Context: an optimization exercise on an open-source flow, tuned for small area, a short achievable clock period and few clock cycles. The choices shown serve that exercise and are no tape-out recipe. At most, simulation tests tie the RTL to the original design; equivalence was not proved. Only the layout flow was run in runs 2 and 3; the RTL was not checked for function there. Power is estimated from default activity; no workload was simulated.

<file path="flow/design.v">
`timescale 1ns/1ps
module betterNeighborsInMyCluster(clock, nrst, start, address, wr_en, data_in, MY_CLUSTER_ID, mybest, besthop, bestvalue, bestneighborID, nextsinks, data_out, done);
	input clock, nrst, start;
	input [15:0] data_in, MY_CLUSTER_ID;
	input [15:0] mybest;
	output done, wr_en;
	output [15:0] address, data_out;
	output [15:0] besthop, bestneighborID, nextsinks;
	output [15:0] bestvalue;
	localparam HB = 5;            
	localparam NB = 1 << HB;
	localparam [10:0] A_NID = 11'h024, A_KSC = 11'h344, A_NC = 11'h345, A_CNT = 11'h346;
	localparam [6:0] P0 = 7'h24;  
	localparam [5:0] J0 = 6'h04;  
	localparam [6:0] C0 = 7'h34;  
	localparam [1:0] T_NID = 2'd0, T_CID = 2'd1, T_BAT = 2'd2, T_QV = 2'd3;
	localparam IDLE = 0, NC = 1, SNK = 2, CID = 3, QV = 4, BAT = 5, WR = 6, HCM = 7,
	           RNID = 8, RCID = 9, VS = 10, CNT = 11, BW = 12, BN = 13, DONE = 14, NS = 15;
	reg [NS-1:0] st;
	reg [10:0] waddr;
	reg wr_en_r, done_r;
	reg [5:0] jlast;              
	reg [6:0] plast;              
	reg [6:0] p;                  
	reg [5:0] jp;                 
	reg [6:0] cp;                 
	reg [NB-1:0] bitmap;
	reg [15:0] qreg;
	reg [6:0] hop, sinks;
	reg [15:0] bval;
	reg [15:0] acc, accc, sr, hm;
	reg mci;
	reg [2:0] mph;                
	reg [6:0] mh;                 
	function lt16;
		input [15:0] a, b;
		reg [15:0] g, e;
		reg [7:0] g1, e1;
		reg [3:0] g2, e2;
		reg [1:0] g3, e3;
		integer i;
		begin
			g = ~a & b;
			e = ~(a ^ b);
			for (i = 0; i < 8; i = i + 1) begin
				g1[i] = g[2*i+1] | (e[2*i+1] & g[2*i]);
				e1[i] = e[2*i+1] & e[2*i];
			end
			for (i = 0; i < 4; i = i + 1) begin
				g2[i] = g1[2*i+1] | (e1[2*i+1] & g1[2*i]);
				e2[i] = e1[2*i+1] & e1[2*i];
			end
			for (i = 0; i < 2; i = i + 1) begin
				g3[i] = g2[2*i+1] | (e2[2*i+1] & g2[2*i]);
				e3[i] = e2[2*i+1] & e2[2*i];
			end
			lt16 = g3[1] | (e3[1] & g3[0]);
		end
	endfunction
	function [15:0] add16;
		input [15:0] a, b;
		input ci;
		reg [15:0] p, g, G, P, G2, P2;
		integer i, l, q;
		begin
			p = a ^ b;
			g = a & b;
			g[0] = g[0] | (p[0] & ci);
			G = g; P = p;
			for (l = 0; l < 4; l = l + 1) begin
				G2 = G; P2 = P;
				for (i = 0; i < 16; i = i + 1)
					if ((i >> l) & 1) begin
						q = ((i >> l) << l) - 1;
						G2[i] = G[i] | (P[i] & G[q]);
						P2[i] = P[i] & P[q];
					end
				G = G2; P = P2;
			end
			add16 = p ^ {G[14:0], ci};
		end
	endfunction
	function [10:0] tab;
		input [1:0] t;
		input [6:0] q;
		tab = {2'b00, {2'b00, q[6]} + {1'b0, t}, q[5:0]};
	endfunction
	wire eq = (data_in == MY_CLUSTER_ID);
	wire better = ~lt16(mybest, data_in);
	wire match = (data_in == qreg);
	reg bhit;
	integer bi;
	always @* begin
		bhit = 1'b0;
		for (bi = 0; bi < NB; bi = bi + 1)
			bhit = bhit | (bitmap[bi] & (data_in[HB-1:0] == bi));
	end
	wire [9:0] th;
	assign th[0] = data_in >= 16'd1;
	assign th[1] = data_in >= 16'd3277;
	assign th[2] = data_in >= 16'd6554;
	assign th[3] = data_in >= 16'd9831;
	assign th[4] = data_in >= 16'd13108;
	assign th[5] = data_in >= 16'd16385;
	assign th[6] = data_in >= 16'd19661;
	assign th[7] = data_in >= 16'd22938;
	assign th[8] = data_in >= 16'd26215;
	assign th[9] = data_in >= 16'd29492;
	wire [3:0] k4;
	assign k4[3] = th[3];
	assign k4[2] = ~th[3] | th[7];
	assign k4[1] = (th[1] & ~th[3]) | (th[5] & ~th[7]) | th[9];
	assign k4[0] = (th[0] & ~th[1]) | (th[2] & ~th[3]) | (th[4] & ~th[5]) | (th[6] & ~th[7]) | (th[8] & ~th[9]);
	wire [19:0] r0 = sr[0] ? {4'd0, hm} : 20'd0;
	wire [19:0] r1 = sr[1] ? {3'd0, hm, 1'd0} : 20'd0;
	wire [19:0] r2 = sr[2] ? {2'd0, hm, 2'd0} : 20'd0;
	wire [19:0] r3 = sr[3] ? {1'd0, hm, 3'd0} : 20'd0;
	wire [19:0] oa = {4'd0, acc}, oc = {4'd0, accc};
	wire [19:0] s1 = oa ^ oc ^ r0;
	wire [19:0] c1 = {((oa & oc) | (oa & r0) | (oc & r0)), mci};
	wire [19:0] t1 = r1 ^ r2 ^ r3;
	wire [19:0] d1 = {((r1 & r2) | (r1 & r3) | (r2 & r3)), 1'b0};
	wire [19:0] s2 = s1 ^ c1 ^ t1;
	wire [19:0] c2 = {((s1 & c1) | (s1 & t1) | (c1 & t1)), 1'b0};
	wire [19:0] s3 = s2 ^ c2 ^ d1;
	wire [19:0] c3 = {((s2 & c2) | (s2 & d1) | (c2 & d1)), 1'b0};
	wire [4:0] mlow = {1'b0, s3[3:0]} + {1'b0, c3[3:0]};
	wire [15:0] afin = add16(acc, accc, mci);
	wire [15:0] mval = {afin[12:0], sr[15:13]};
	wire mfree = (mph == 3'd0);
	wire plastf = (p == plast);
	wire first = (p == P0);
	wire jend = (jp == jlast);
	wire [6:0] pinc = p + 7'd1;
	wire [6:0] pdec = p - 7'd1;
	wire [6:0] mcur = p - P0;
	reg [NS-1:0] tn, fn;
	reg [10:0] ta, fa;
	reg [6:0] tp, fp;
	always @* begin
		tn = {NS{1'b0}}; fn = {NS{1'b0}};
		ta = waddr; fa = waddr; tp = p; fp = p;
		if (st[CID] | st[QV] | st[WR]) begin
			if (plastf) begin
				fn[RNID] = 1'b1; fa = tab(T_NID, p);
			end else begin
				fn[CID] = 1'b1; fa = tab(T_CID, pinc); fp = pinc;
			end
		end
		if (st[RNID] | st[RCID] | (st[VS] & jend)) begin
			if (first) begin
				fn[BW] = 1'b1; fa = A_CNT;
			end else begin
				fn[RNID] = 1'b1; fa = tab(T_NID, pdec); fp = pdec;
			end
		end
		if (st[IDLE]) begin
			tn[NC] = 1'b1; ta = A_NC;
			fn[IDLE] = 1'b1; fa = A_KSC;
		end
		if (st[NC]) begin
			fn[SNK] = 1'b1; fa = {5'd0, J0};
		end
		if (st[SNK]) begin
			if (jend) begin
				fn[CID] = 1'b1; fa = tab(T_CID, P0); fp = P0;
			end else begin
				fn[SNK] = 1'b1; fa = {5'd0, jp + 6'd1};
			end
		end
		if (st[CID]) begin
			tn[QV] = 1'b1; ta = tab(T_QV, p);
		end
		if (st[QV]) begin
			tn[BAT] = 1'b1; ta = tab(T_BAT, p);
		end
		if (st[BAT]) begin
			fn[HCM] = 1'b1; fa = {7'h32, k4};
		end
		if (st[HCM]) begin
			fn = {NS{1'b0}};
			fn[WR] = 1'b1; fa = {4'h6, cp}; fp = p;
		end
		if (st[RNID]) begin
			tn[RCID] = 1'b1; ta = tab(T_CID, p);
		end
		if (st[RCID]) begin
			tn[VS] = 1'b1; ta = {5'd0, J0};
		end
		if (st[VS]) begin
			tn[BW] = 1'b1; ta = A_CNT;
			if (!jend) begin
				fn[VS] = 1'b1; fa = {5'd0, jp + 6'd1};
			end
		end
		if (st[BW]) begin
			fn[mfree ? CNT : BW] = 1'b1; fa = A_CNT;
		end
		if (st[CNT]) begin
			fn[BN] = 1'b1; fa = A_NID + {4'd0, hop};
		end
		if (st[BN] | st[DONE]) begin
			fn[DONE] = 1'b1;
		end
	end
	wire cond = (st[IDLE] & start) | ((st[CID] | st[RCID]) & eq) | (st[QV] & better) |
	            (st[RNID] & bhit) | (st[VS] & match);
	always @(posedge clock) begin
		if (!nrst) begin
			st <= {{(NS-1){1'b0}}, 1'b1};
			waddr <= A_KSC;
			wr_en_r <= 1'b0;
			done_r <= 1'b0;
			mph <= 3'd0;
		end else begin
			st <= cond ? tn : fn;
			waddr <= cond ? ta : fa;
			wr_en_r <= fn[WR] | fn[CNT];
			if (st[BN]) done_r <= 1'b1;
			if (st[HCM]) mph <= 3'd1;
			else if (mph == 3'd5) mph <= 3'd0;
			else if (mph != 3'd0) mph <= mph + 3'd1;
		end
		p <= cond ? tp : fp;
		if (st[IDLE]) begin
			bval <= 16'hFFFE; hop <= 7'd65; sinks <= 7'd65; cp <= C0;
			jlast <= data_in[5:0] + (J0 - 6'd1);
		end
		bitmap <= st[IDLE] ? {NB{1'b0}} : (bitmap | (st[SNK] ? ({{(NB-1){1'b0}}, 1'b1} << data_in[HB-1:0]) : {NB{1'b0}}));
		if (st[NC]) plast <= data_in[6:0] + (P0 - 7'd1);
		if (st[NC] | st[RCID]) jp <= J0;
		if (st[SNK] | st[VS]) jp <= jp + 6'd1;
		if (st[RNID] | st[BN]) qreg <= data_in;
		if (st[QV]) qreg <= data_in;
		if (st[WR]) cp <= cp + 7'd1;
		if (st[VS] & match) sinks <= mcur;
		if (st[HCM]) begin
			hm <= data_in;
			mh <= mcur;
			acc <= 16'd0;
			accc <= 16'd0;
			mci <= 1'b0;
			sr <= qreg;
		end else begin
			acc <= s3[19:4];
			accc <= c3[19:4];
			mci <= mlow[4];
			sr <= {mlow[3:0], sr[15:4]};
		end
		if (mph == 3'd5 && lt16(mval, bval)) begin
			bval <= mval;
			hop <= mh;
		end
		if (st[BW] & mfree) mh <= cp - C0;
	end
	assign address = {4'd0, waddr, 1'b0};
	assign wr_en = wr_en_r;
	assign data_out = {9'd0, mh};
	assign done = done_r;
	assign besthop = {9'd0, hop};
	assign nextsinks = {9'd0, sinks};
	assign bestvalue = bval;
	assign bestneighborID = qreg;
endmodule
</file>
<file path="flow/flow/run.sh">
#!/bin/bash
# The standard layout; timing repair aims at a tighter setup margin and the port buffers
# are plain buffers. The make output goes to flow_make.log, each ORFS step to its own log under orfs/logs.
set -o pipefail
bash standard.sh SETUP_SLACK_MARGIN=7.5 "BUFFER_PORTS_ARGS=-buffer_cell sky130_fd_sc_hd__buf_2" "CTS_BUF_LIST=sky130_fd_sc_hd__clkbuf_4 sky130_fd_sc_hd__clkbuf_8" CTS_CLUSTER_SIZE=16 CTS_CLUSTER_DIAMETER=60 CORE_UTILIZATION=60 PLACE_DENSITY=0.75 finish 2>&1 | tee flow_make.log
</file>
<file path="flow/standard.sh">
#!/bin/bash
# synth_recipe.tcl (not shown) runs the flow's synth.tcl, then flattens the netlist and writes it again
# the make line also repeats each setting of config.mk as NAME=value (left out here)
make -C /OpenROAD-flow-scripts/flow DESIGN_CONFIG=/design/flow/config.mk WORK_HOME=/design/flow/orfs CLKGATE_MAP_FILE= SYNTH_SCRIPT=/design/flow/synth_recipe.tcl "${@:-finish}"
</file>
<file path="flow/config.mk">
export PLATFORM = sky130hd
export DESIGN_NAME = betterNeighborsInMyCluster
export DESIGN_NICKNAME = betterNeighborsInMyCluster
export VERILOG_FILES = /design/flow/design.v
export SDC_FILE = /design/flow/constraint.sdc
export NUM_CORES = 4
export LEC_CHECK = 0
export CAP_MARGIN = 20
export CORE_MARGIN = 2
export CORE_UTILIZATION = 40
export SLEW_MARGIN = 20
</file>
<file path="flow/constraint.sdc">
create_clock -name core_clock -period 11.0 [get_ports {clock}]
set_input_delay 2.2000 -clock core_clock [delete_from_list [all_inputs] [get_ports {clock}]]
set_output_delay 2.2000 -clock core_clock [all_outputs]
set_load 0.01 [all_outputs]
</file>
==> results.sh, run 1 <==
export IMPL_die_area_um2=23000
export IMPL_power_mw=3.20
export IMPL_synth_top_family_by_area="adder cells"
export IMPL_synth_edf_count=102
export IMPL_worst_ir_drop_vdd_uv=118
export IMPL_internal_power_mw=1.96
export IMPL_std_cell_rows=54
export IMPL_hold_violations=0
export IMPL_die_h_um=152
export IMPL_drive_gt1_share_pct=19.9
export IMPL_port_buffers=116
export IMPL_grtUsageTotal_pct=29.4
export IMPL_seqPwrFrac_pct=33.0
export IMPL_yosys_mux_area_fraction_pct=2.40
export IMPL_syn_area_per_cell_um2=9.87
export IMPL_crit_family="compound AO/OA/AOI/OAI gates"
export IMPL_core_um2=21600
export IMPL_cts_tree="done"
export IMPL_synth_cell_type_count=74
export IMPL_hold_depth=1
export IMPL_wl_per_cell_um=19.4
export IMPL_drc=0
export IMPL_hpwlAfterDp_um=24200
export IMPL_power_leakage_nw=6.11
export IMPL_synthArstFlopShare_pct=0
export IMPL_worstReg2RegEnd="bval[14]$_SDFFCE_PN1P_"
export IMPL_grt_start_max_net_pins=87
export IMPL_finalCritPeriodShare_pct=35.7
export IMPL_synthAdderAreaFrac_pct=16.4
export IMPL_dieWidth_um=152
export IMPL_fillers=1693
export IMPL_cts_hold_buf=0
export IMPL_cts_max_level=1
export IMPL_netlist_area_um2=13100
export IMPL_first_global_vias=9813
export IMPL_synth_compound_area_share_pct=11.1
export IMPL_multi_input_area_um2=7460
export IMPL_drt_iter0_drc=879
export IMPL_worst_path_largest_cell_delay_ns=0.43
export IMPL_rsz0062_at_grt="true"
export IMPL_ys_flop_type="dfxtp_1"
export IMPL_drt_wl_total_um=33600
export IMPL_synth_simple_area_share_pct=16.2
export IMPL_critPathBufInv=2
export IMPL_start_kind="input port"
export IMPL_antenna_left=0
export IMPL_worst_skew_pair_late_latency_ns=0.55
export IMPL_crit_required_ns=11.24
export IMPL_yosys_warnings=1
export IMPL_critPathArrivalTime_ns=4.17
export IMPL_detail_route_vias_per_cell=5.81
export IMPL_grt_overflow=0
export IMPL_initial_utilization_pct=60.6
export IMPL_reg2reg_slack_ns=7.20
export IMPL_setup_worst_path_end_class="flop"
export IMPL_p_per_area_nw_per_um2=213
export IMPL_switching_power_mw=1.24
export IMPL_antenna_found_initial=0
export IMPL_maxCapViolCount=0
export IMPL_critical_path_slowest_cell="o41ai_4"
export IMPL_r2r_start="acc[0]$_SDFF_PP0_"
export IMPL_cts_root_buf="clkbuf_8"
export IMPL_dr_total_vias=10000
export IMPL_hold_start="sr[7]$_DFF_P_"
export IMPL_switching_share_pct=38.6
export IMPL_final_common_cell="inv_1"
export IMPL_path_max_fanout=8
export IMPL_worstSetupPathType="input port to flop"
export IMPL_hold_class="flop to flop"
export IMPL_synth_area_leaders="edfxtp_1 (23%), dfxtp_1 (17%), fa_1 (9.9%), ha_1 (6.5%), xnor2_1 (4.5%)"
export IMPL_worst_slew_pin_slew_ns=1.02
export IMPL_synth_xor_area_share_pct=6.01
export IMPL_syn_inst=1327
export IMPL_status="timing/DRC/antenna clean"
export IMPL_drv_slew=0
export IMPL_finalSetupViolations=0
export IMPL_seqCellArea_um2=5280
export IMPL_drt_first_pass_iters=5
export IMPL_rr_worst_depth=17
export IMPL_fin_nets=1619
export IMPL_place_congestion=0.972
export IMPL_max_slew_margin_rel_pct=32.1
export IMPL_cts_made_buffers=20
export IMPL_skew_ns=0.0338
export IMPL_grt_pass1_wl_um=51900
export IMPL_seq_area_frac_synth_pct=40.2
export IMPL_p_comb_share_pct=50.0
export IMPL_fin_crit_ns=3.92
export IMPL_cts_sink_count=212
export IMPL_synth_top_area_share_pct=23.4
export IMPL_final_cell_mix="inv_1 (121), buf_2 (110), dfxtp_1 (106), edfxtp_1 (102), nor2_1 (99)"
export IMPL_areaGrowthSynthToFinish_pct=14.5
export IMPL_io_pin_count=149
export IMPL_ys_seq_elements=212
export IMPL_clockBufferDepth=3
export IMPL_fmax_mhz=255
export IMPL_cts_clk_slew_worst_paths_ns=0.09
export IMPL_path_cells="buf_16, ha_4, a221oi_2, a2111oi_1, a31oi_1, nand2_1, o41ai_4, o211ai_4, buf_12, nor2_4"
export IMPL_whs_endpoint="sr[3]$_DFF_P_"
export IMPL_yosysTopAreaCell="edfxtp_1"
export IMPL_fin_tns_setup_ns=0
export IMPL_clkPwrFrac_pct=17.0
## layer usage
| layer | track usage (%) | up-vias | share of wire, % |
|---|---|---|---|
| li1 | - | 4689 | - |
| met1 | 38.9 | 4820 | 41 |
| met2 | 49.0 | 448 | 48 |
| met3 | 4.73 | 86 | 7.2 |
| met4 | 10.5 | 0 | 3.5 |
| met5 | 0 | - | 0 |
## layout make-up
class	count	area share, %
multi-input cells	930	49.8
flip-flops and latches	212	35.2
inverters	124	3.20
clock buffers	26	2.18
repair buffers	147	6.49
clock inverters	10	0.834
diodes	1	0.0167
well taps	280	2.34
## logic make-up (layout without fill, tap and decap cells)
kind of cell    count (synthesis)  count (layout)
simple gates                  417             423
buf+inv                       222             307
xor+xnor                       89              89
other cells                     1              33
flops                         212             212
mux                            29              29
compound gates                224             224
fa+ha+maj                     133             133
## repair_timing
item / in CTS / in global routing
setup buffers: 21 / 5
endpoints found under the hold margin: 0 / 0
pin swaps: 40 / 29
gates cloned: 7 / 1
gates resized for setup: 66 / 31
setup endpoints to repair: 91 / 78
## how the worst max path moves through the flow
stage,cells past startpoint,startpoint,endpoint
floorplan,10,data_in[1],p[0]$_DFFE_PP_
global placement,11,data_in[0],p[3]$_DFFE_PP_
detailed placement,11,data_in[0],p[6]$_DFFE_PP_
CTS,10,data_in[1],p[1]$_DFFE_PP_
global route,10,data_in[1],p[1]$_DFFE_PP_
finish,10,data_in[1],p[1]$_DFFE_PP_
## through the flow
| stage | setup slack (ns) | utilization, % | instances | cell area, µm² | hold WS [ns] |
|---|---|---|---|---|---|
| detailed placement | 5.90 | 63.7 | 1659 | 13800 | 0.444 |
| global placement | 5.94 | 63.7 | 1659 | 13800 | 0.436 |
| floorplan | 6.80 | - | 1358 | 13500 | 0.428 |
| CTS | 7.11 | 68.4 | 1723 | 14800 | 0.468 |
| finish | 7.08 | 69.4 | 1730 | 15000 | 0.464 |
| global route | 6.99 | 69.3 | 1729 | 15000 | 0.459 |
## cells in the mapped netlist (36+ instances only)
library cell,n
nor2b_1,46
dfxtp_1,110
xnor2_1,68
o21ai_0,36
inv_1,124
a21oi_1,68
buf_4,36
nand2_1,84
fa_1,65
edfxtp_1,102
clkbuf_1,40
nor2_1,104
ha_1,68
and2_1,68
## registers in the layout (all words and copies together) (netlist names), 3 cells and up
signal and cells:
acc 15, accc 16, bitmap 32, bval 16, cp 7, hm 16, hop 7, jlast 6
jp 6, mh 7, mph 3, p 7, plast 7, qreg 16, sinks 7, sr 16
st 14, waddr 11
## power groups by stage
stage / sequential (mW) / clock, mW / combinational, mW
floorplan: 1.02 / 0 / 1.16
global placement: 1.07 / 0 / 1.40
detailed placement: 1.07 / 0 / 1.46
CTS: 1.05 / 0.549 / 1.54
global route: 1.07 / 0.578 / 1.88
finish: 1.06 / 0.543 / 1.60
Testbench counts, summed over its fixed seeds: cycles 49,321.
==> run 2, diff against run 1 <==
--- a/flow/design.v
+++ b/flow/design.v
@@ -81,4 +81,24 @@
 		end
 	endfunction
+	function cout13;
+		input [12:0] a, b;
+		input ci;
+		reg [13:0] g, p, G, P;
+		integer i, l;
+		begin
+			g = {a & b, ci};
+			p = {a ^ b, 1'b0};
+			for (l = 1; l < 16; l = l * 2) begin
+				G = g; P = p;
+				for (i = 0; i < 14; i = i + 1)
+					if (i >= l) begin
+						G[i] = g[i] | (p[i] & g[i-l]);
+						P[i] = p[i] & p[i-l];
+					end
+				g = G; p = P;
+			end
+			cout13 = g[13];
+		end
+	endfunction
 	function [10:0] tab;
 		input [1:0] t;
@@ -128,4 +148,9 @@
 	wire [15:0] afin = add16(acc, accc, mci);
 	wire [15:0] mval = {afin[12:0], sr[15:13]};
+	wire [12:0] bhn = ~bval[15:3];
+	wire ltlo = (sr[15:13] < bval[2:0]);
+	wire [12:0] zs = acc[12:0] ^ accc[12:0] ^ bhn;
+	wire [13:0] zc = {((acc[12:0] & accc[12:0]) | (acc[12:0] & bhn) | (accc[12:0] & bhn)), mci};
+	wire mlt = ~(zc[13] ^ cout13(zs, zc[12:0], ~ltlo) ^ cout13(acc[12:0], accc[12:0], mci));
 	wire mfree = (mph == 3'd0);
 	wire plastf = (p == plast);
@@ -248,5 +273,5 @@
 			sr <= {mlow[3:0], sr[15:4]};
 		end
-		if (mph == 3'd5 && lt16(mval, bval)) begin
+		if (mph == 3'd5 && mlt) begin
 			bval <= mval;
 			hop <= mh;
==> flow/flow/run.sh (replaced) <==
#!/bin/bash
# The standard layout; timing repair aims at a tighter setup margin and the port buffers
# are plain buffers. The make output goes to flow_make.log, each ORFS step to its own log under orfs/logs.
set -o pipefail
bash standard.sh SETUP_SLACK_MARGIN=7.5 "BUFFER_PORTS_ARGS=-buffer_cell sky130_fd_sc_hd__buf_2" "CTS_BUF_LIST=sky130_fd_sc_hd__clkbuf_4 sky130_fd_sc_hd__clkbuf_8" finish 2>&1 | tee flow_make.log
==> results.sh, run 2 <==
export IMPL_status="timing/DRC/antenna clean"
export IMPL_setup_worst_path_end_class="flop"
export IMPL_synthArstFlopShare_pct=0
export IMPL_largest_register="bitmap"
export IMPL_maxCapViolCount=0
export IMPL_p_per_area_nw_per_um2=218
export IMPL_drive_gt1_share_pct=18.3
export IMPL_finalSetupViolations=0
export IMPL_yosysMostFrequentCell="inv_1"
export IMPL_detail_route_vias_per_cell=5.23
export IMPL_drt_iter0_drc=861
export IMPL_fillers=3187
export IMPL_cts_max_level=2
export IMPL_antenna_found_initial=0
export IMPL_std_cell_rows=67
export IMPL_fmax_mhz=243
export IMPL_syn_area_per_cell_um2=9.90
export IMPL_syn_inst=1381
export IMPL_grt_pass1_wl_um=59300
export IMPL_drc=0
export IMPL_first_global_vias=10300
export IMPL_cts_made_buffers=38
export IMPL_io_pin_count=149
export IMPL_grt_overflow=0
export IMPL_port_buffers=116
export IMPL_yosys_warnings=1
export IMPL_rr_worst_depth=12
export IMPL_final_cell_mix="inv_1 (145), dfxtp_1 (108), buf_2 (104), edfxtp_1 (102), nor2_1 (97)"
export IMPL_grt_start_max_net_pins=63
export IMPL_power_mw=3.45
export IMPL_hold_depth=1
export IMPL_ys_flop_type="dfxtp_1"
export IMPL_placed_area_um2=14500
export IMPL_final_common_cell="inv_1"
export IMPL_power_leakage_nw=6.67
export IMPL_ys_seq_elements=212
export IMPL_finalCritPeriodShare_pct=37.4
export IMPL_hold_class="flop to flop"
export IMPL_whs_endpoint="sr[7]$_DFF_P_"
export IMPL_synth_top_area_share_pct=22.4
export IMPL_hpwlAfterDp_um=28200
export IMPL_yosysTopAreaCell="edfxtp_1"
export IMPL_fin_area_um2=15900
export IMPL_rsz0062_at_grt="true"
export IMPL_fin_nets=1698
export IMPL_seq_area_frac_synth_pct=38.5
export IMPL_worst_slew_pin_slew_ns=0.818
export IMPL_synth_cell_type_count=76
export IMPL_fin_cells=1976
export IMPL_fin_crit_ns=4.12
export IMPL_cts_tree="done"
export IMPL_crit_required_ns=11.44
export IMPL_hold_start="sr[11]$_DFF_P_"
export IMPL_cts_hold_buf=0
export IMPL_hold_violations=0
export IMPL_wl_per_cell_um=19.1
export IMPL_critPathArrivalTime_ns=4.56
export IMPL_antenna_left=0
export IMPL_synthTopCellsByCount="inv_1 (148), dfxtp_1 (110), edfxtp_1 (102)"
export IMPL_synth_edf_count=102
export IMPL_synth_area_leaders="edfxtp_1 (22%), dfxtp_1 (16%), fa_1 (11%), ha_1 (6.3%), inv_1 (4.1%)"
export IMPL_worst_ir_drop_vdd_uv=98.7
export IMPL_clockBufferDepth=3
export IMPL_drv_slew=0
export IMPL_path_max_fanout=6
export IMPL_place_congestion=0.927
export IMPL_reg2reg_slack_ns=7.77
export IMPL_cts_sink_count=212
export IMPL_drt_first_pass_iters=5
export IMPL_initial_utilization_pct=40.7
export IMPL_drt_wl_total_um=37800
export IMPL_areaGrowthSynthToFinish_pct=16.0
export IMPL_pre_cts_ws_ns=5.56
export IMPL_dr_total_vias=10300
export IMPL_fin_tns_setup_ns=0
export IMPL_r2r_start="acc[0]$_SDFF_PP0_"
export IMPL_antenna_cells=0
export IMPL_fin_ws_ns=6.88
export IMPL_die_h_um=189
export IMPL_dieWidth_um=189
export IMPL_max_slew_margin_rel_pct=45.5
export IMPL_skew_ns=0.0395
export IMPL_start_kind="input port"
export IMPL_grtUsageTotal_pct=21.5
export IMPL_netlist_area_um2=13700
export IMPL_cts_clk_slew_worst_paths_ns=0.07
export IMPL_worstSetupPathType="input port to flop"
export IMPL_worst_skew_pair_late_latency_ns=0.55
export IMPL_dp_cells=1883
export IMPL_die_area_um2=35700
export IMPL_cts_root_buf="clkbuf_8"
export IMPL_worstReg2RegEnd="bval[15]$_SDFFCE_PN1P_"
export IMPL_largest_reg_flops=32
export IMPL_core_um2=33600
==> run 2: cell count changes after synthesis, moves of 6 or more <==
cell and delta:
nand2b_1 +7, nor4_1 +12, a31oi_1 -16, fa_1 +13, a21o_1 +8, o21a_1 -7
inv_1 +24, nand2_1 -6, a41oi_1 +6, o22ai_1 +7, xor2_1 +21, xnor2_1 -18
==> run 2: through the flow <==
| step | util [%] | hold slack, ns |
|---|---|---|
| 5_1_grt | 47.2 | 0.458 |
| 6_report | 47.2 | 0.447 |
| 3_5_place_dp | 43.1 | 0.439 |
| 4_1_cts | 46.8 | 0.437 |
| 3_3_place_gp | 43.1 | 0.427 |
| 2_1_floorplan | - | 0.428 |
==> run 2: final cells by class <==
| type | count | area (µm²) | area share (%) |
|---|---|---|---|
| Clock buffer | 52 | 653 | 4.12 |
| Clock inverter | 16 | 168 | 1.06 |
| Inverter | 149 | 578 | 3.64 |
| Multi-Input combinational cell | 955 | 7660 | 48.3 |
| Sequential cell | 212 | 5270 | 33.2 |
| Tap cell | 448 | 561 | 3.53 |
| Timing Repair Buffer | 144 | 971 | 6.12 |
==> run 2: cells by family (layout without fill, tap and decap cells) <==
kind of cell | after synthesis | in the layout | synth area share [%]
muxes | 33 | 33 | 2.64
buffers and inverters | 247 | 361 | 8.08
xor gates and xnor gates | 91 | 91 | 5.83
DFF | 212 | 212 | 38.5
and+or+nand+nor | 425 | 426 | 16.2
other | 1 | 32 | 0.0274
AOI/OAI and AO/OA | 225 | 226 | 11.0
adders and majority gates | 147 | 147 | 17.7
==> run 2: report_power, final <==
part | switching, mW | internal (mW)
Clock | 0.338 | 0.460
Sequential | 0.122 | 0.966
Combinational | 0.835 | 0.732
Total | 1.29 | 2.16
==> run 2: critical path: stages <==
cell	delay, ns
buf_12	0.11
inv_8	0.04
ha_4	0.15
a22o_1	0.20
a32oi_1	0.16
o22ai_1	0.10
a211o_1	0.28
o41ai_4	0.38
buf_6	0.16
o2111ai_4	0.13
buf_12	0.21
buf_16	0.13
and3_4	0.15
o21a_1	0.15
==> run 2: what timing repair did <==
item | 4_1_cts | 5_1_grt
setup buffers | 19 | 3
gates cloned | 2 | 1
resized for setup | 47 | 24
pin swaps | 19 | 3
setup endpoints to repair | 68 | 68
==> run 2: worst max path at each step <==
stage	slack (ns)	start	cells after the start	to
floorplan	6.77	data_in[2]	10	waddr[6]$_SDFFE_PN1P_
global placement	5.61	data_in[0]	10	p[4]$_DFFE_PP_
detailed placement	5.56	data_in[0]	10	p[4]$_DFFE_PP_
CTS	6.93	data_in[1]	12	p[4]$_DFFE_PP_
global route	6.84	data_in[0]	14	st[12]$_SDFF_PN0_
finish	6.88	data_in[1]	14	waddr[5]$_SDFFE_PN0P_
==> run 2: routing by layer <==
layer / GRT usage (%) / share of wire, % / vias up
li1: - / - / 4879
met1: 29.8 / 45 / 4987
met2: 34.2 / 46 / 404
met3: 3.86 / 6.9 / 69
met4: 6.91 / 2.9 / 0
met5: 0 / 0 / -
==> run 3, diff against run 2 <==
--- a/flow/design.v
+++ b/flow/design.v
@@ -21,5 +21,5 @@
 	reg wr_en_r, done_r;
 	reg [5:0] jlast;              
-	reg [6:0] plast;              
+	reg [6:0] pend;               
 	reg [6:0] p;                  
 	reg [5:0] jp;                 
@@ -154,30 +154,18 @@
 	wire mlt = ~(zc[13] ^ cout13(zs, zc[12:0], ~ltlo) ^ cout13(acc[12:0], accc[12:0], mci));
 	wire mfree = (mph == 3'd0);
-	wire plastf = (p == plast);
-	wire first = (p == P0);
-	wire jend = (jp == jlast);
 	wire [6:0] pinc = p + 7'd1;
 	wire [6:0] pdec = p - 7'd1;
-	wire [6:0] mcur = p - P0;
+	wire [6:0] pdec2 = p - 7'd2;
+	wire lastc = (pinc == pend);       
+	wire lastq = (p == pend);          
+	wire firstr = (p == P0 + 7'd1);    
+	wire first = (p == P0);            
+	wire jend = (jp == jlast);
+	wire [6:0] mcur = p - (P0 + 7'd1);
 	reg [NS-1:0] tn, fn;
 	reg [10:0] ta, fa;
-	reg [6:0] tp, fp;
 	always @* begin
 		tn = {NS{1'b0}}; fn = {NS{1'b0}};
-		ta = waddr; fa = waddr; tp = p; fp = p;
-		if (st[CID] | st[QV] | st[WR]) begin
-			if (plastf) begin
-				fn[RNID] = 1'b1; fa = tab(T_NID, p);
-			end else begin
-				fn[CID] = 1'b1; fa = tab(T_CID, pinc); fp = pinc;
-			end
-		end
-		if (st[RNID] | st[RCID] | (st[VS] & jend)) begin
-			if (first) begin
-				fn[BW] = 1'b1; fa = A_CNT;
-			end else begin
-				fn[RNID] = 1'b1; fa = tab(T_NID, pdec); fp = pdec;
-			end
-		end
+		ta = waddr; fa = waddr;
 		if (st[IDLE]) begin
 			tn[NC] = 1'b1; ta = A_NC;
@@ -189,5 +177,5 @@
 		if (st[SNK]) begin
 			if (jend) begin
-				fn[CID] = 1'b1; fa = tab(T_CID, P0); fp = P0;
+				fn[CID] = 1'b1; fa = tab(T_CID, P0);
 			end else begin
 				fn[SNK] = 1'b1; fa = {5'd0, jp + 6'd1};
@@ -196,7 +184,17 @@
 		if (st[CID]) begin
 			tn[QV] = 1'b1; ta = tab(T_QV, p);
-		end
-		if (st[QV]) begin
-			tn[BAT] = 1'b1; ta = tab(T_BAT, p);
+			if (lastc) begin
+				fn[RNID] = 1'b1; fa = tab(T_NID, p);
+			end else begin
+				fn[CID] = 1'b1; fa = tab(T_CID, pinc);
+			end
+		end
+		if (st[QV] | st[WR]) begin
+			tn[BAT] = 1'b1; ta = tab(T_BAT, pdec);
+			if (lastq) begin
+				fn[RNID] = 1'b1; fa = tab(T_NID, pdec);
+			end else begin
+				fn[CID] = 1'b1; fa = tab(T_CID, p);
+			end
 		end
 		if (st[BAT]) begin
@@ -204,17 +202,26 @@
 		end
 		if (st[HCM]) begin
-			fn = {NS{1'b0}};
-			fn[WR] = 1'b1; fa = {4'h6, cp}; fp = p;
+			fn[WR] = 1'b1; fa = {4'h6, cp};
 		end
 		if (st[RNID]) begin
-			tn[RCID] = 1'b1; ta = tab(T_CID, p);
-		end
-		if (st[RCID]) begin
-			tn[VS] = 1'b1; ta = {5'd0, J0};
-		end
-		if (st[VS]) begin
-			tn[BW] = 1'b1; ta = A_CNT;
-			if (!jend) begin
+			tn[RCID] = 1'b1; ta = tab(T_CID, pdec);
+			if (firstr) begin
+				fn[BW] = 1'b1; fa = A_CNT;
+			end else begin
+				fn[RNID] = 1'b1; fa = tab(T_NID, pdec2);
+			end
+		end
+		if (st[RCID] | st[VS]) begin
+			if (st[RCID]) begin
+				tn[VS] = 1'b1; ta = {5'd0, J0};
+			end else begin
+				tn[BW] = 1'b1; ta = A_CNT;
+			end
+			if (st[VS] & !jend) begin
 				fn[VS] = 1'b1; fa = {5'd0, jp + 6'd1};
+			end else if (first) begin
+				fn[BW] = 1'b1; fa = A_CNT;
+			end else begin
+				fn[RNID] = 1'b1; fa = tab(T_NID, pdec);
 			end
 		end
@@ -247,5 +254,7 @@
 			else if (mph != 3'd0) mph <= mph + 3'd1;
 		end
-		p <= cond ? tp : fp;
+		if (st[SNK]) p <= P0;
+		if (st[CID]) p <= pinc;
+		if (st[RNID]) p <= pdec;
 		if (st[IDLE]) begin
 			bval <= 16'hFFFE; hop <= 7'd65; sinks <= 7'd65; cp <= C0;
@@ -253,5 +262,5 @@
 		end
 		bitmap <= st[IDLE] ? {NB{1'b0}} : (bitmap | (st[SNK] ? ({{(NB-1){1'b0}}, 1'b1} << data_in[HB-1:0]) : {NB{1'b0}}));
-		if (st[NC]) plast <= data_in[6:0] + (P0 - 7'd1);
+		if (st[NC]) pend <= data_in[6:0] + P0;
 		if (st[NC] | st[RCID]) jp <= J0;
 		if (st[SNK] | st[VS]) jp <= jp + 6'd1;
@@ -259,5 +268,5 @@
 		if (st[QV]) qreg <= data_in;
 		if (st[WR]) cp <= cp + 7'd1;
-		if (st[VS] & match) sinks <= mcur;
+		if (st[VS] & match) sinks <= p - P0;
 		if (st[HCM]) begin
 			hm <= data_in;
==> results.sh, run 3 <==
export IMPL_status="timing/DRC/antenna clean"
export IMPL_critPathArrivalTime_ns=4.61
export IMPL_detail_route_vias_per_cell=5.48
export IMPL_initial_utilization_pct=40.6
export IMPL_io_pin_count=149
export IMPL_synthTopCellsByCount="inv_1 (151), dfxtp_1 (109), edfxtp_1 (102)"
export IMPL_syn_inst=1505
export IMPL_die_area_um2=37600
export IMPL_grt_start_max_net_pins=75
export IMPL_cts_sink_count=211
export IMPL_cts_tree="done"
export IMPL_critical_path_slowest_cell="o41ai_2"
export IMPL_core_um2=35600
export IMPL_fmax_mhz=240
export IMPL_cts_clk_slew_worst_paths_ns=0.06
export IMPL_yosys_warnings=1
export IMPL_antenna_found_initial=1
export IMPL_fin_area_um2=17100
export IMPL_drive_gt1_share_pct=20.9
export IMPL_clockBufferDepth=3
export IMPL_maxCapViolCount=0
export IMPL_finalCritPeriodShare_pct=37.9
export IMPL_drc=0
export IMPL_final_cell_mix="inv_1 (137), buf_2 (106), dfxtp_1 (103), edfxtp_1 (102), nor2_1 (94)"
export IMPL_synth_cell_type_count=83
export IMPL_synth_edf_count=102
export IMPL_grt_overflow=0
export IMPL_drv_slew=0
export IMPL_p_per_area_nw_per_um2=213
export IMPL_fin_tns_setup_ns=0
export IMPL_netlist_area_um2=14400
export IMPL_place_congestion=0.952
export IMPL_skew_ns=0.0269
export IMPL_finalSetupViolations=0
export IMPL_final_common_cell="inv_1"
export IMPL_cts_made_buffers=40
export IMPL_dr_total_vias=11700
export IMPL_synthArstFlopShare_pct=0
export IMPL_antenna_left=0
export IMPL_rsz0062_at_grt="true"
export IMPL_ys_seq_elements=211
export IMPL_hold_class="flop to flop"
export IMPL_worst_ir_drop_vdd_uv=165
export IMPL_yosysMostFrequentCell="inv_1"
export IMPL_placed_area_um2=15300
export IMPL_synth_area_leaders="edfxtp_1 (21%), dfxtp_1 (15%), fa_1 (11%), ha_1 (6.8%), inv_1 (3.9%)"
export IMPL_yosysTopAreaCell="edfxtp_1"
export IMPL_fin_nets=1847
export IMPL_drt_iter0_drc=907
export IMPL_cts_max_level=2
export IMPL_drt_wl_total_um=44100
export IMPL_cts_root_buf="clkbuf_8"
export IMPL_max_slew_margin_rel_pct=29.3
export IMPL_largest_register="bitmap"
export IMPL_areaGrowthSynthToFinish_pct=18.4
export IMPL_wl_per_cell_um=20.7
export IMPL_seq_area_frac_synth_pct=36.3
export IMPL_ys_flop_type="dfxtp_1"
export IMPL_start_kind="input port"
export IMPL_syn_area_per_cell_um2=9.59
export IMPL_grtUsageTotal_pct=23.3
export IMPL_worst_path_largest_cell_delay_ns=0.39
export IMPL_worstSetupPathType="input port to flop"
export IMPL_fin_crit_ns=4.17
export IMPL_worst_skew_pair_late_latency_ns=0.57
export IMPL_power_leakage_nw=7.11
export IMPL_die_h_um=194
export IMPL_path_max_fanout=8
export IMPL_cts_hold_buf=0
export IMPL_hpwlAfterDp_um=32000
export IMPL_path_cells="buf_12, inv_8, ha_4, a222oi_1, o211ai_1, o41ai_2, a31oi_2, a2111oi_4, and2_4, a211oi_4, a221o_1"
export IMPL_grt_pass1_wl_um=68600
export IMPL_worst_slew_pin_slew_ns=1.06
export IMPL_synth_top_area_share_pct=21.2
export IMPL_hold_violations=0
export IMPL_largest_reg_flops=32
export IMPL_std_cell_rows=69
export IMPL_first_global_vias=11600
export IMPL_port_buffers=115
export IMPL_dieWidth_um=194
export IMPL_drt_first_pass_iters=7
export IMPL_setup_worst_path_end_class="flop"
export IMPL_crit_required_ns=11.44
[run 3: cell types whose count changed after synthesis, sizes merged, moves of 7 or more]
| cell | previous run | this run |
|---|---|---|
| a21oi | 67 | 88 |
| a31oi | 8 | 18 |
| and2 | 70 | 63 |
| buf | 53 | 62 |
| ha | 69 | 79 |
| nand2 | 78 | 89 |
| nand2b | 15 | 5 |
| nand3 | 23 | 38 |
| nand3b | 1 | 10 |
| nor3 | 23 | 34 |
| o211ai | 2 | 11 |
| xor2 | 41 | 56 |
[run 3: worst max-delay path: cells and delay by family]
family                     cells  cell delay (ns)
adders and majority gates      1             0.17
AOI/OAI and AO/OA              7             1.74
buffers and inverters          2             0.15
and+or+nand+nor                1             0.33
[run 3: where the power goes]
group	internal, mW	total [mW]	switching, mW
combinational	0.821	1.72	0.895
clock	0.518	0.868	0.350
sequential	0.951	1.06	0.106
[run 3: final timing paths]
path                                     start                     to  cells past startpoint  slack [ns]
worst min-delay path             sr[8]$_DFF_P_          sr[4]$_DFF_P_                      1        0.44
worst max-delay path                data_in[2]  waddr[1]$_SDFFE_PN0P_                     11        6.83
worst min register to register   sr[8]$_DFF_P_          sr[4]$_DFF_P_                      1        0.44
worst max register to register  p[0]$_DFFE_PP_  waddr[3]$_SDFFE_PN0P_                      9        6.85
[run 3: cells by family after synthesis]
family | synth area share, %
buffers and inverters | 8.06
muxes | 1.85
AOI/OAI and AO/OA | 13.0
xor gates and xnor gates | 6.55
other | 0.0260
DFF | 36.3
and+or+nand+nor | 16.5
adders and majority gates | 17.7
[run 3: area by class of cell]
| type | instances | area (µm²) |
|---|---|---|
| diodes | 1 | 2.50 |
| fillers | 3363 | 18500 |
| repair buffers | 167 | 1140 |
| well taps | 461 | 577 |
| inverters | 153 | 589 |
| clock inverters | 18 | 224 |
| flip-flops and latches | 211 | 5250 |
| multi-input cells | 1066 | 8620 |
| clock buffers | 55 | 676 |
[run 3: through the flow]
| step | cells | total power, mW | setup slack [ns] | hold slack, ns | util, % |
|---|---|---|---|---|---|
| finish | 2132 | 3.64 | 6.83 | 0.444 | 48.0 |
| global route | 2131 | 4.01 | 6.70 | 0.466 | 48.0 |
| CTS | 2124 | 3.64 | 6.91 | 0.437 | 47.4 |
| detailed placement | 2008 | 2.60 | 5.16 | 0.442 | 42.9 |
| global placement | 2008 | 2.54 | 5.29 | 0.437 | 42.9 |
| floorplan | 1537 | 2.22 | 6.53 | 0.428 | - |
[run 3: repair_timing]
action | in CTS | in global routing
resized for setup | 78 | 34
buffers inserted | 37 | 6
cloned | 6 | 1
endpoints found under the hold margin | 0 | 0
pin swaps | 29 | 16
endpoints found under the setup margin | 84 | 63
[run 3: routing by layer]
| layer | GRT usage (%) | vias to the layer above | share of wire (%) |
|---|---|---|---|
| li1 | - | 5405 | - |
| met1 | 32.9 | 5641 | 45 |
| met2 | 36.0 | 526 | 44 |
| met3 | 3.81 | 109 | 7.6 |
| met4 | 8.16 | 0 | 3.5 |
| met5 | 0 | - | 0 |

==> what the ideal ports hide <==
The flow's constraints put no driver on any port. The routed layouts listed below were extracted and timed again, unchanged, in two steps. Step 1 (the two cells are an assumption about what drives the block):
set clk [get_ports {clock}]
set_driving_cell -lib_cell sky130_fd_sc_hd__clkbuf_16 $clk
set_driving_cell -lib_cell sky130_fd_sc_hd__buf_2 [delete_from_list [all_inputs] $clk]
Step 2 also shifts input and output timing later by t, the mid clock arrival at the registers, as if the neighbouring blocks saw the same clock. Slacks: ideal / step 1 / step 2; pairs: ideal / step 1.
| run | shift t [ns] | setup slack, ns | slew at the worst register clock pin (ns) |
|---|---|---|---|
| run 1 | 0.577 | 7.075 / 7.054 / 6.477 | 0.11 / 0.11 |
| run 2 | 0.580 | 6.883 / 6.858 / 6.279 | 0.08 / 0.08 |
| run 3 | 0.607 | 6.832 / 6.821 / 6.213 | 0.07 / 0.07 |
After both steps every run listed still meets setup and hold. The setup slack of run 3, which loses most, moves by -0.011 ns with the drivers and by -0.619 ns with both steps.
